Background: an optimization exercise with open tools, aiming at small area, a short achievable clock period and few clock cycles. Do not read the settings as production practice. In this exercise RTL edits were held to simulation tests only and were not proved equivalent to the original.

== the previous run ==
==> module expr_unit, before the edit <==
module expr_unit(
  input clk,
  input rst,
  input start,
  input [31:0] i1,
  input [31:0] i2,
  input [31:0] i3,
  output op_ready,
  output reg done,
  output [31:0] result
);
localparam SB = 4;                
localparam NG = (32 + SB - 1) / SB;  
localparam W  = SB * NG;
reg [31:0]   a_q, b_q, d_q;          
reg [31:0]   az_q;                   
reg [31:0]   r_q;                    
reg [31:0]   acc_q;                  
reg [NG-1:0] grp_q;                  
reg          busy_q, first_q;
reg          ready_q;                 
assign op_ready = ready_q;
assign result   = acc_q;
wire [31:0] az_in;
sfxzero u_az(.x(i1), .z(az_in));
always @(posedge clk) begin
  a_q  <= i1;
  b_q  <= i2;
  d_q  <= i3;
  az_q <= az_in;
end
wire [31:0] m_w = b_q & d_q;
wire [NG-1:0] g1;
grpsel #(.SB(SB), .NG(NG)) u_grp(.az(az_q), .d(d_q), .m(m_w), .g1(g1));
wire [NG-1:0] grp = first_q ? g1 : grp_q;
wire last = grp[NG-1];
wire        sel_m = (m_w <= a_q);
wire [31:0] x_w   = sel_m ? a_q : m_w;
wire [31:0] y_w   = sel_m ? m_w : a_q;
wire [31:0] s_w   = a_q + b_q;
wire [W-1:0] ap = {{(W-32){1'b0}}, a_q};
wire [W-1:0] yp = {{(W-32){1'b0}}, y_w};
reg [SB-1:0] abits, ybits;
reg [31:0]   rinit;
integer bi;
always @(*) begin
  abits = {SB{1'b0}};
  ybits = {SB{1'b0}};
  rinit = 32'd0;
  for (bi = 0; bi < NG; bi = bi + 1) begin
    abits = abits | (ap[W-1-SB*bi -: SB] & {SB{grp[bi]}});
    ybits = ybits | (yp[W-1-SB*bi -: SB] & {SB{grp[bi]}});
    rinit = rinit | ((a_q >> (W - SB * bi)) & {32{grp[bi]}});
  end
end
wire [31:0] rs [0:SB];
wire [SB-1:0] q;
assign rs[0] = first_q ? rinit : r_q;
genvar k;
generate
  for (k = 0; k < SB; k = k + 1) begin : st
    divstage u(.r(rs[k]), .a(abits[SB-1-k]), .d(d_q), .rn(rs[k+1]), .q(q[SB-1-k]));
  end
endgenerate
wire [31:0] acc_n;
wire        d_zero = (d_q == 32'd0);
wire [31:0] acc_in = first_q ? (d_zero ? ~s_w : 32'd0) : acc_q;
wire        acc_ci = first_q & d_zero;
hacc #(.SB(SB)) u_acc(.acc(acc_in), .cin(acc_ci), .x(x_w), .s(s_w), .yb(ybits), .q(q), .accn(acc_n));
always @(posedge clk) begin
  r_q   <= rs[SB];
  acc_q <= acc_n;
  grp_q <= grp << 1;
end
always @(posedge clk or posedge rst) begin
  if (rst) ready_q <= 1'b1;
  else     ready_q <= busy_q ? last : ~start;
end
always @(posedge clk or posedge rst) begin
  if (rst) begin
    busy_q  <= 1'b0;
    first_q <= 1'b0;
    done    <= 1'b0;
  end else begin
    done    <= busy_q & last;
    first_q <= ~busy_q;
    if (~busy_q) busy_q <= start;
    else if (last) busy_q <= 1'b0;
  end
end
endmodule
==> flow/config.mk <==
export PLATFORM = sky130hd
export DESIGN_NAME = expr_unit
export DESIGN_NICKNAME = expr_unit
export VERILOG_FILES = /design/flow/design.v
export SDC_FILE = /design/flow/constraint.sdc
export NUM_CORES = 4
export LEC_CHECK = 0
export CAP_MARGIN = 20
export CORE_MARGIN = 2
export CORE_UTILIZATION = 40
export SLEW_MARGIN = 20
export SYNTH_HIERARCHICAL = 1
==> flow/constraint.sdc <==
create_clock -name core_clock -period 90.0 [get_ports {clk}]
set_input_delay 18.0000 -clock core_clock [delete_from_list [all_inputs] [get_ports {clk}]]
set_output_delay 18.0000 -clock core_clock [all_outputs]
set_load 0.01 [all_outputs]
standard.sh (not shown) runs the stock make flow with config.mk's settings and CLKGATE_MAP_FILE= SYNTH_SCRIPT=/design/flow/synth_recipe.tcl, a recipe that flattens the netlist after the stock synthesis.
==> flow/flow/run.sh <==
#!/bin/bash
# The standard layout (standard.sh: the ORFS flow with the standard
# synthesis), with
#  - the port buffers that ORFS inserts made plain buf_2 cells instead of
#    the delay buffers buffer_ports picks by default;
#  - ORFS's own timing repair (after CTS and after global routing) asked to
#    keep a setup slack margin, so that it sizes the few paths that set the
#    achieved period instead of stopping as soon as the 90 ns clock is met.
set -euo pipefail
export BUFFER_PORTS_ARGS="-buffer_cell sky130_fd_sc_hd__buf_2"
export SETUP_SLACK_MARGIN=70.9
bash standard.sh > flow.log 2>&1
Testbench counts of the previous run, summed over its fixed seeds: cycles 2,016.
### the previous run -> the current run
--- a/flow/design.v
+++ b/flow/design.v
@@ -113,13 +113,13 @@
   input [31:0] i2,
   input [31:0] i3,
   output op_ready,
   output reg done,
   output [31:0] result
 );
-localparam SB = 4;                
+localparam SB = 5;                
 localparam NG = (32 + SB - 1) / SB;  
 localparam W  = SB * NG;
 reg [31:0]   a_q, b_q, d_q;          
 reg [31:0]   az_q;                   
 reg [31:0]   r_q;                    
 reg [31:0]   acc_q;                  
@@ -176,16 +176,13 @@
 hacc #(.SB(SB)) u_acc(.acc(acc_in), .cin(acc_ci), .x(x_w), .s(s_w), .yb(ybits), .q(q), .accn(acc_n));
 always @(posedge clk) begin
   r_q   <= rs[SB];
   acc_q <= acc_n;
   grp_q <= grp << 1;
 end
-always @(posedge clk or posedge rst) begin
-  if (rst) ready_q <= 1'b1;
-  else     ready_q <= busy_q ? last : ~start;
-end
+always @(posedge clk) ready_q <= busy_q ? last : ~start;
 always @(posedge clk or posedge rst) begin
   if (rst) begin
     busy_q  <= 1'b0;
     first_q <= 1'b0;
     done    <= 1'b0;
   end else begin
==> notes.md <==
Compared with the previous run, the current run shows gate count of the mapped netlist higher by about 11%. Comparing die area for the current run and the previous run, the smaller number came from the previous run. The first-pass GRT wire length in the current run was higher than what the previous run gave. Compare the current run and the previous run | first-iteration DRC count higher: the previous run. Setup WNS the previous run -> the current run: better. Between the current run and the previous run, it is the current run whose number of diodes is higher, by 1. In the reports for the current run and the previous run, the larger initial antenna violation count belongs to the current run. The clock transition time at the flip-flop clock pins of the worst setup and hold paths reported for the current run is greater than that of the previous run by 0.03 ns.
Testbench counts of the current run, summed over its fixed seeds: cycles 1,766.

what the ideal ports hide:
The flow's constraints put no driver on any port. The routed layouts listed below were extracted and timed again, unchanged, in two steps. Step 1, drivers: a clkbuf_16 drives clk and a buf_2 each remaining input, both assumed. Step 2 also shifts input and output timing later by t, the mid clock arrival at the registers, as if the neighbouring blocks saw the same clock. Slacks: ideal / step 1 / step 2; pairs: ideal / step 1.
| run | shift t [ns] | slack for setup (ns) | hold WS [ns] | worst setup path after step 2 | cell pins on the clock port's net |
|---|---|---|---|---|---|
| the previous run | 0.578 | 70.856 / 70.792 / 70.925 | 0.446 / 0.446 / 0.446 | input to register | 1 |
| the current run | 0.575 | 70.940 / 70.875 / 70.863 | 0.431 / 0.431 / 0.431 | input to register | 1 |
After both steps every run listed still meets setup and hold. For the current run, which loses most, drivers alone change the setup slack by -0.065 ns; drivers and shift together by -0.077 ns.
